This design comes from an exercise in tuning for small area and a short achievable clock period on the open sky130 flow, not from production work. RTL that was checked went through simulation tests only; none was proved equivalent to the original. The clock port is modelled as an ideal driver; clocking choices that lean on that would not hold on a real chip. Power is estimated from default activity; no workload was simulated.

==> inputs of run Z <==
## fifo
module fifo
#
(
	parameter		depth = 60,
	parameter		width = 8
)
(
	input				clk,
	input				rst_n,
	input				wr_en,
	input	[width-1:0]	data_in,
	input				rd_en,
	output	[width-1:0]	data_out,
	output				full,
	output				empty
);
localparam		rows = depth / 4;		 
reg	[width-1:0]	bank0	[rows-1:0];
reg	[width-1:0]	bank1	[rows-1:0];
reg	[width-1:0]	bank2	[rows-1:0];
reg	[width-1:0]	bank3	[rows-1:0];
reg	[1:0]		wbank;			 
reg	[1:0]		rbank;			 
reg	[3:0]		n0, n1, n2, n3;	 
reg				full_o;			 
reg				nempty_o;		 
reg				full_i;			 
reg				nempty;			 
reg	[3:0]		s0, s1, s2, s3;	 
reg	[1:0]		sn0, sn1, sn2, sn3;	 
reg	[width-1:0]	bq0, bq1, bq2, bq3;	 
reg	[width-1:0]	last_in;		 
reg				fresh;			 
reg	[3:0]		osel;			 
reg	[width-1:0]	rdata;
wire			push = wr_en & ~full_i;
wire			pop  = rd_en & nempty;
wire	[3:0]	wr_k = { 4{ push}} & (4'b0001 << wbank);	 
wire	[3:0]	rd_k = { 4{ pop}}  & (4'b0001 << rbank);	 
wire	[1:0]	wbank_n = push ? wbank + 2'd1 : wbank;
wire	[1:0]	rbank_n = pop  ? rbank + 2'd1 : rbank;
wire	[3:0]	one_k  = { (n3 == 4'd1) && (n0 == 4'd0), (n2 == 4'd1) && (n3 == 4'd0),
			   (n1 == 4'd1) && (n2 == 4'd0), (n0 == 4'd1) && (n1 == 4'd0)};
wire	[3:0]	most_k = { (n3 == rows-1) && (n0 == rows), (n2 == rows-1) && (n3 == rows),
			   (n1 == rows-1) && (n2 == rows), (n0 == rows-1) && (n1 == rows)};
wire			one  = one_k[rbank];
wire			most = most_k[wbank];
wire			empty_n = push ? 1'b0 : (pop ? one : ~nempty);
wire			full_n  = pop  ? 1'b0 : (push ? most : full_i);
wire			fresh_n = push & (~nempty | (pop & one));
function [3:0] count_k;
	input [3:0] n;
	input       up;
	input       dn;
	begin
		count_k = (up & ~dn) ? n + 4'd1 : (dn & ~up) ? n - 4'd1 : n;
	end
endfunction
wire	[3:0]	n0_n = count_k(n0, wr_k[0], rd_k[0]);
wire	[3:0]	n1_n = count_k(n1, wr_k[1], rd_k[1]);
wire	[3:0]	n2_n = count_k(n2, wr_k[2], rd_k[2]);
wire	[3:0]	n3_n = count_k(n3, wr_k[3], rd_k[3]);
always@(posedge clk or negedge rst_n)
begin
	if(!rst_n) begin
		wbank    <= 2'd0;
		rbank    <= 2'd0;
		n0       <= 4'd0;
		n1       <= 4'd0;
  ...
==> module fifo, before the edit <==
module fifo
#
(
	parameter		depth = 60,
	parameter		width = 8
)
(
	input				clk,
	input				rst_n,
	input				wr_en,
	input	[width-1:0]	data_in,
	input				rd_en,
	output	[width-1:0]	data_out,
	output				full,
	output				empty
);
localparam		rows = depth / 4;		 
reg	[width-1:0]	bank0	[rows-1:0];
reg	[width-1:0]	bank1	[rows-1:0];
reg	[width-1:0]	bank2	[rows-1:0];
reg	[width-1:0]	bank3	[rows-1:0];
reg	[1:0]		wbank;			 
reg	[1:0]		rbank;			 
reg	[3:0]		n0, n1, n2, n3;	 
reg				full_o;			 
reg				nempty_o;		 
reg				full_i;			 
reg				nempty;			 
reg	[3:0]		s0, s1, s2, s3;	 
reg	[1:0]		sn0, sn1, sn2, sn3;	 
reg	[width-1:0]	bq0, bq1, bq2, bq3;	 
reg	[width-1:0]	last_in;		 
reg				fresh;			 
reg	[3:0]		osel;			 
reg	[width-1:0]	rdata;
wire			push = wr_en & ~full_i;
wire			pop  = rd_en & nempty;
wire	[3:0]	wr_k = { 4{ push}} & (4'b0001 << wbank);	 
wire	[3:0]	rd_k = { 4{ pop}}  & (4'b0001 << rbank);	 
wire	[1:0]	wbank_n = push ? wbank + 2'd1 : wbank;
wire	[1:0]	rbank_n = pop  ? rbank + 2'd1 : rbank;
wire	[3:0]	one_k  = { (n3 == 4'd1) && (n0 == 4'd0), (n2 == 4'd1) && (n3 == 4'd0),
			   (n1 == 4'd1) && (n2 == 4'd0), (n0 == 4'd1) && (n1 == 4'd0)};
wire	[3:0]	most_k = { (n3 == rows-1) && (n0 == rows), (n2 == rows-1) && (n3 == rows),
			   (n1 == rows-1) && (n2 == rows), (n0 == rows-1) && (n1 == rows)};
wire			one  = one_k[rbank];
wire			most = most_k[wbank];
wire			empty_n = push ? 1'b0 : (pop ? one : ~nempty);
wire			full_n  = pop  ? 1'b0 : (push ? most : full_i);
wire			fresh_n = push & (~nempty | (pop & one));
function [3:0] count_k;
	input [3:0] n;
	input       up;
	input       dn;
	begin
		count_k = (up & ~dn) ? n + 4'd1 : (dn & ~up) ? n - 4'd1 : n;
	end
endfunction
wire	[3:0]	n0_n = count_k(n0, wr_k[0], rd_k[0]);
wire	[3:0]	n1_n = count_k(n1, wr_k[1], rd_k[1]);
wire	[3:0]	n2_n = count_k(n2, wr_k[2], rd_k[2]);
wire	[3:0]	n3_n = count_k(n3, wr_k[3], rd_k[3]);
always@(posedge clk or negedge rst_n)
begin
	if(!rst_n) begin
		wbank    <= 2'd0;
		rbank    <= 2'd0;
		n0       <= 4'd0;
		n1       <= 4'd0;
		n2       <= 4'd0;
		n3       <= 4'd0;
		full_o   <= 1'b0;
		nempty_o <= 1'b0;
		full_i   <= 1'b0;
		nempty   <= 1'b0;
	end else begin
		wbank    <= wbank_n;
		rbank    <= rbank_n;
		n0       <= n0_n;
		n1       <= n1_n;
		n2       <= n2_n;
		n3       <= n3_n;
		full_o   <= ~pop & (push ? most : full_o);
		nempty_o <= push | (pop ? ~one : nempty_o);
		full_i   <= full_n;
		nempty   <= ~empty_n;
	end
end
integer i;
always@(posedge clk)
begin
	if(wr_k[0]) begin
		for(i = rows-1; i > 0; i = i - 1)
			bank0[i] <= bank0[i-1];
		bank0[0] <= data_in;
	end
	if(wr_k[1]) begin
		for(i = rows-1; i > 0; i = i - 1)
			bank1[i] <= bank1[i-1];
		bank1[0] <= data_in;
	end
	if(wr_k[2]) begin
		for(i = rows-1; i > 0; i = i - 1)
			bank2[i] <= bank2[i-1];
		bank2[0] <= data_in;
	end
	if(wr_k[3]) begin
		for(i = rows-1; i > 0; i = i - 1)
			bank3[i] <= bank3[i-1];
		bank3[0] <= data_in;
	end
end
wire	[16*width-1:0]	flat0, flat1, flat2, flat3;
genvar g;
generate
	for(g = 0; g < 16; g = g + 1) begin : flat
		assign flat0[g*width +: width] = bank0[(g == 0) ? 0 : g-1];
		assign flat1[g*width +: width] = bank1[(g == 0) ? 0 : g-1];
		assign flat2[g*width +: width] = bank2[(g == 0) ? 0 : g-1];
		assign flat3[g*width +: width] = bank3[(g == 0) ? 0 : g-1];
	end
endgenerate
wire	[3:0]	t0 = { s0[3:2], ~sn0};
wire	[3:0]	t1 = { s1[3:2], ~sn1};
wire	[3:0]	t2 = { s2[3:2], ~sn2};
wire	[3:0]	t3 = { s3[3:2], ~sn3};
wire	[width-1:0]	rd0 = { flat0[t0*width+4 +: 4], flat0[s0*width +: 4]};
wire	[width-1:0]	rd1 = { flat1[t1*width+4 +: 4], flat1[s1*width +: 4]};
wire	[width-1:0]	rd2 = { flat2[t2*width+4 +: 4], flat2[s2*width +: 4]};
wire	[width-1:0]	rd3 = { flat3[t3*width+4 +: 4], flat3[s3*width +: 4]};
always@(posedge clk)
begin
	s0      <= n0_n;
	s1      <= n1_n;
	s2      <= n2_n;
	s3      <= n3_n;
	sn0     <= ~n0_n[1:0];
	sn1     <= ~n1_n[1:0];
	sn2     <= ~n2_n[1:0];
	sn3     <= ~n3_n[1:0];
	bq0     <= rd0;
	bq1     <= rd1;
	bq2     <= rd2;
	bq3     <= rd3;
	last_in <= data_in;
	fresh   <= fresh_n;
	osel    <= fresh_n ? 4'b0000 : (4'b0001 << rbank_n);
end
always@(posedge clk)
begin
	rdata <= ({ width{ fresh}} & last_in)
	       | ({ width{ osel[0]}} & bq0) | ({ width{ osel[1]}} & bq1)
	       | ({ width{ osel[2]}} & bq2) | ({ width{ osel[3]}} & bq3);
end
assign	data_out = rdata;
assign	empty    = ~nempty_o;
assign	full     = full_o;
endmodule
export LEC_CHECK = 0
export CAP_MARGIN = 20
export CORE_MARGIN = 2
export CORE_UTILIZATION = 65
export CTS_CLUSTER_DIAMETER = 80
export CTS_CLUSTER_SIZE = 24
export SETUP_SLACK_MARGIN = 1.5
export SLEW_MARGIN = 20
create_clock -name core_clock -period 3.2 [get_ports {clk}]
run.sh (not shown) runs the stock make flow with config.mk's settings and CLKGATE_MAP_FILE= SYNTH_SCRIPT=/design/flow/synth_recipe.tcl, a recipe that flattens the netlist after the stock synthesis.
==> run E: changes against run Z <==
--- a/flow/design.v
+++ b/flow/design.v
@@ -22,4 +22,4 @@
 reg	[width-1:0]	bank3	[rows-1:0];
-reg	[1:0]		wbank;			 
-reg	[1:0]		rbank;			 
+reg	[3:0]		wb;				 
+reg	[3:0]		rb;				 
 reg	[3:0]		n0, n1, n2, n3;	 
@@ -38,6 +38,6 @@
 wire			pop  = rd_en & nempty;
-wire	[3:0]	wr_k = { 4{ push}} & (4'b0001 << wbank);	 
-wire	[3:0]	rd_k = { 4{ pop}}  & (4'b0001 << rbank);	 
-wire	[1:0]	wbank_n = push ? wbank + 2'd1 : wbank;
-wire	[1:0]	rbank_n = pop  ? rbank + 2'd1 : rbank;
+wire	[3:0]	wr_k = { 4{ push}} & wb;		 
+wire	[3:0]	rd_k = { 4{ pop}}  & rb;		 
+wire	[3:0]	wb_n = push ? { wb[2:0], wb[3]} : wb;
+wire	[3:0]	rb_n = pop  ? { rb[2:0], rb[3]} : rb;
 wire	[3:0]	one_k  = { (n3 == 4'd1) && (n0 == 4'd0), (n2 == 4'd1) && (n3 == 4'd0),
@@ -46,4 +46,4 @@
 			   (n1 == rows-1) && (n2 == rows), (n0 == rows-1) && (n1 == rows)};
-wire			one  = one_k[rbank];
-wire			most = most_k[wbank];
+wire			one  = |(one_k & rb);
+wire			most = |(most_k & wb);
 wire			empty_n = push ? 1'b0 : (pop ? one : ~nempty);
@@ -51,2 +51,48 @@
 wire			fresh_n = push & (~nempty | (pop & one));
+function [3:0] inc4;
+	input [3:0] n;
+	begin
+		case(n)
+		4'd0: inc4 = 4'd1;
+		4'd1: inc4 = 4'd2;
+		4'd2: inc4 = 4'd3;
+		4'd3: inc4 = 4'd4;
+		4'd4: inc4 = 4'd5;
+		4'd5: inc4 = 4'd6;
+		4'd6: inc4 = 4'd7;
+		4'd7: inc4 = 4'd8;
+		4'd8: inc4 = 4'd9;
+		4'd9: inc4 = 4'd10;
+		4'd10: inc4 = 4'd11;
+		4'd11: inc4 = 4'd12;
+		4'd12: inc4 = 4'd13;
+		4'd13: inc4 = 4'd14;
+		4'd14: inc4 = 4'd15;
+		4'd15: inc4 = 4'd0;
+		endcase
+	end
+endfunction
+function [3:0] dec4;
+	input [3:0] n;
+	begin
+		case(n)
+		4'd0: dec4 = 4'd15;
+		4'd1: dec4 = 4'd0;
+		4'd2: dec4 = 4'd1;
+		4'd3: dec4 = 4'd2;
+		4'd4: dec4 = 4'd3;
+		4'd5: dec4 = 4'd4;
+		4'd6: dec4 = 4'd5;
+		4'd7: dec4 = 4'd6;
+		4'd8: dec4 = 4'd7;
+		4'd9: dec4 = 4'd8;
+		4'd10: dec4 = 4'd9;
+		4'd11: dec4 = 4'd10;
+		4'd12: dec4 = 4'd11;
+		4'd13: dec4 = 4'd12;
+		4'd14: dec4 = 4'd13;
+		4'd15: dec4 = 4'd14;
+		endcase
+	end
+endfunction
 function [3:0] count_k;
@@ -56,3 +102,3 @@
 	begin
-		count_k = (up & ~dn) ? n + 4'd1 : (dn & ~up) ? n - 4'd1 : n;
+		count_k = (up & ~dn) ? inc4(n) : (dn & ~up) ? dec4(n) : n;
 	end
@@ -66,4 +112,4 @@
 	if(!rst_n) begin
-		wbank    <= 2'd0;
-		rbank    <= 2'd0;
+		wb       <= 4'b0001;
+		rb       <= 4'b0001;
 		n0       <= 4'd0;
@@ -77,4 +123,4 @@
 	end else begin
-		wbank    <= wbank_n;
-		rbank    <= rbank_n;
+		wb       <= wb_n;
+		rb       <= rb_n;
 		n0       <= n0_n;
@@ -147,3 +193,3 @@
 	fresh   <= fresh_n;
-	osel    <= fresh_n ? 4'b0000 : (4'b0001 << rbank_n);
+	osel    <= fresh_n ? 4'b0000 : rb_n;
 end
==> flow/flow/run.sh (new file) <==
#!/bin/bash
set -euo pipefail
export POST_CTS_TCL="$PWD/flow/post_cts.tcl"
bash standard.sh > standard.log 2>&1
==> flow/flow/post_cts.tcl (new file) <==
set block [ord::get_db_block]
set removed 0
foreach inst [$block getInsts] {
  if {![string match "clkbuf_0_*" [$inst getName]]} { continue }
  set in_net ""
  set out_net ""
  foreach it [$inst getITerms] {
    if {[$it isInputSignal]} { set in_net [$it getNet] }
    if {[$it isOutputSignal]} { set out_net [$it getNet] }
  }
  if {$in_net eq "" || $out_net eq "" || [$in_net getName] ne "clk"} { continue }
  set loads {}
  foreach it [$out_net getITerms] {
    if {[$it getInst] ne $inst} { lappend loads $it }
  }
  set port_loads 0
  foreach it [$in_net getITerms] { incr port_loads }
  set after [expr {$port_loads - 1 + [llength $loads]}]
  if {$after > 4} {
    puts "post_cts: keeping [$inst getName]: the clock port would drive $after pins"
    continue
  }
  puts "post_cts: removing [$inst getName] ([[$inst getMaster] getName]); the clock port now drives $after pins"
  foreach it $loads {
    $it disconnect
    $it connect $in_net
  }
  foreach it [$inst getITerms] { $it disconnect }
  odb::dbInst_destroy $inst
  odb::dbNet_destroy $out_net
  incr removed
}
if {$removed} {
  estimate_parasitics -placement
  repair_timing_helper
  detailed_placement
  check_placement -verbose
  report_clock_latency
}
==> flow/standard.sh (new file) <==
#!/bin/bash
# synth_recipe.tcl (not shown) runs the flow's synth.tcl, then flattens the netlist and writes it again
# the make line also repeats each setting of config.mk as NAME=value (left out here)
make -C /OpenROAD-flow-scripts/flow DESIGN_CONFIG=/design/flow/config.mk WORK_HOME=/design/flow/orfs CLKGATE_MAP_FILE= SYNTH_SCRIPT=/design/flow/synth_recipe.tcl "${@:-finish}"
CTS_CLUSTER_DIAMETER = 60   (was 80)
CTS_CLUSTER_SIZE = 30   (was 24)
removed: flow/run.sh
==> run X: changes against run Z <==
--- a/flow/design.v
+++ b/flow/design.v
@@ -51,2 +51,48 @@
 wire			fresh_n = push & (~nempty | (pop & one));
+function [3:0] inc4;
+	input [3:0] n;
+	begin
+		case(n)
+		4'd0: inc4 = 4'd1;
+		4'd1: inc4 = 4'd2;
+		4'd2: inc4 = 4'd3;
+		4'd3: inc4 = 4'd4;
+		4'd4: inc4 = 4'd5;
+		4'd5: inc4 = 4'd6;
+		4'd6: inc4 = 4'd7;
+		4'd7: inc4 = 4'd8;
+		4'd8: inc4 = 4'd9;
+		4'd9: inc4 = 4'd10;
+		4'd10: inc4 = 4'd11;
+		4'd11: inc4 = 4'd12;
+		4'd12: inc4 = 4'd13;
+		4'd13: inc4 = 4'd14;
+		4'd14: inc4 = 4'd15;
+		4'd15: inc4 = 4'd0;
+		endcase
+	end
+endfunction
+function [3:0] dec4;
+	input [3:0] n;
+	begin
+		case(n)
+		4'd0: dec4 = 4'd15;
+		4'd1: dec4 = 4'd0;
+		4'd2: dec4 = 4'd1;
+		4'd3: dec4 = 4'd2;
+		4'd4: dec4 = 4'd3;
+		4'd5: dec4 = 4'd4;
+		4'd6: dec4 = 4'd5;
+		4'd7: dec4 = 4'd6;
+		4'd8: dec4 = 4'd7;
+		4'd9: dec4 = 4'd8;
+		4'd10: dec4 = 4'd9;
+		4'd11: dec4 = 4'd10;
+		4'd12: dec4 = 4'd11;
+		4'd13: dec4 = 4'd12;
+		4'd14: dec4 = 4'd13;
+		4'd15: dec4 = 4'd14;
+		endcase
+	end
+endfunction
 function [3:0] count_k;
@@ -56,3 +102,3 @@
 	begin
-		count_k = (up & ~dn) ? n + 4'd1 : (dn & ~up) ? n - 4'd1 : n;
+		count_k = (up & ~dn) ? inc4(n) : (dn & ~up) ? dec4(n) : n;
 	end
==> flow/flow/run.sh (new file) <==
#!/bin/bash
# The standard layout, with power recovery after global routing: cells on
# paths with positive slack are downsized, which also gives back area.
set -euo pipefail
export RECOVER_POWER=100
bash standard.sh > standard.log 2>&1
==> flow/standard.sh (new file) <==
#!/bin/bash
# synth_recipe.tcl (not shown) runs the flow's synth.tcl, then flattens the netlist and writes it again
# the make line also repeats each setting of config.mk as NAME=value (left out here)
make -C /OpenROAD-flow-scripts/flow DESIGN_CONFIG=/design/flow/config.mk WORK_HOME=/design/flow/orfs CLKGATE_MAP_FILE= SYNTH_SCRIPT=/design/flow/synth_recipe.tcl "${@:-finish}"
CTS_CLUSTER_DIAMETER = 60   (was 80)
CTS_CLUSTER_SIZE = 30   (was 24)
SETUP_SLACK_MARGIN = 1.45   (was 1.5)
removed: flow/run.sh
==> comparison <==
Run X finished but failed the layout checks on capacitance limit, slew limit. Run E went through all stages and came out clean. Run Z passed the timing, DRC and antenna checks.
Between run E and run Z, the lower worst hold slack is in run E (gap 9.4 ps).
Of run Z and run E, run E has the higher synthesized cell count (gap 5.0%, measured against run E).
Non-clock buffer count: run Z is lower than run E (1).
Against run X, the area after synthesis of run E is higher by 2.3%.
Maximum frequency, highest first: run E, run Z, run X.
Clock-buffer cell count: run Z > run X > run E.
The highest die area belongs to run E, the lowest to run X.
Between run X and run E, the lower sequential power is in run E (gap 45%, measured against run E).
Final area: run X is smaller than run E (3.1%).
Against run X, the core utilization of run Z is higher by 0.16 points.
The RTL of run Z and run E was laid out without a check of its function.

## afterwards: timing with drivers on the ports
No port has a modelled driver above. Below, the same layouts with a new extraction and two added sets of constraints. Step 1, drivers: a clkbuf_16 drives clk and a buf_2 each remaining input, both assumed. Step 2 times the ports against the registers' clock, not the clock port: input delays grow and output delays shrink by t, the midpoint of the rising clock arrivals with the driver on. Slacks: ideal ports / drivers / drivers and shift; pairs: ideal ports / drivers.
run	shift t [ns]	slack for setup (ns)	worst data-port slew with drivers (ns)
run Z	0.621	1.405 / 1.354 / 0.937	0.05
run E	0.460	1.484 / 1.484 / 1.071	0.05
run X	0.576	0.794 / 0.817 / 0.246	0.09
The setup slack of run X, which loses most, moves by +0.023 ns with the drivers and by -0.548 ns with both steps.
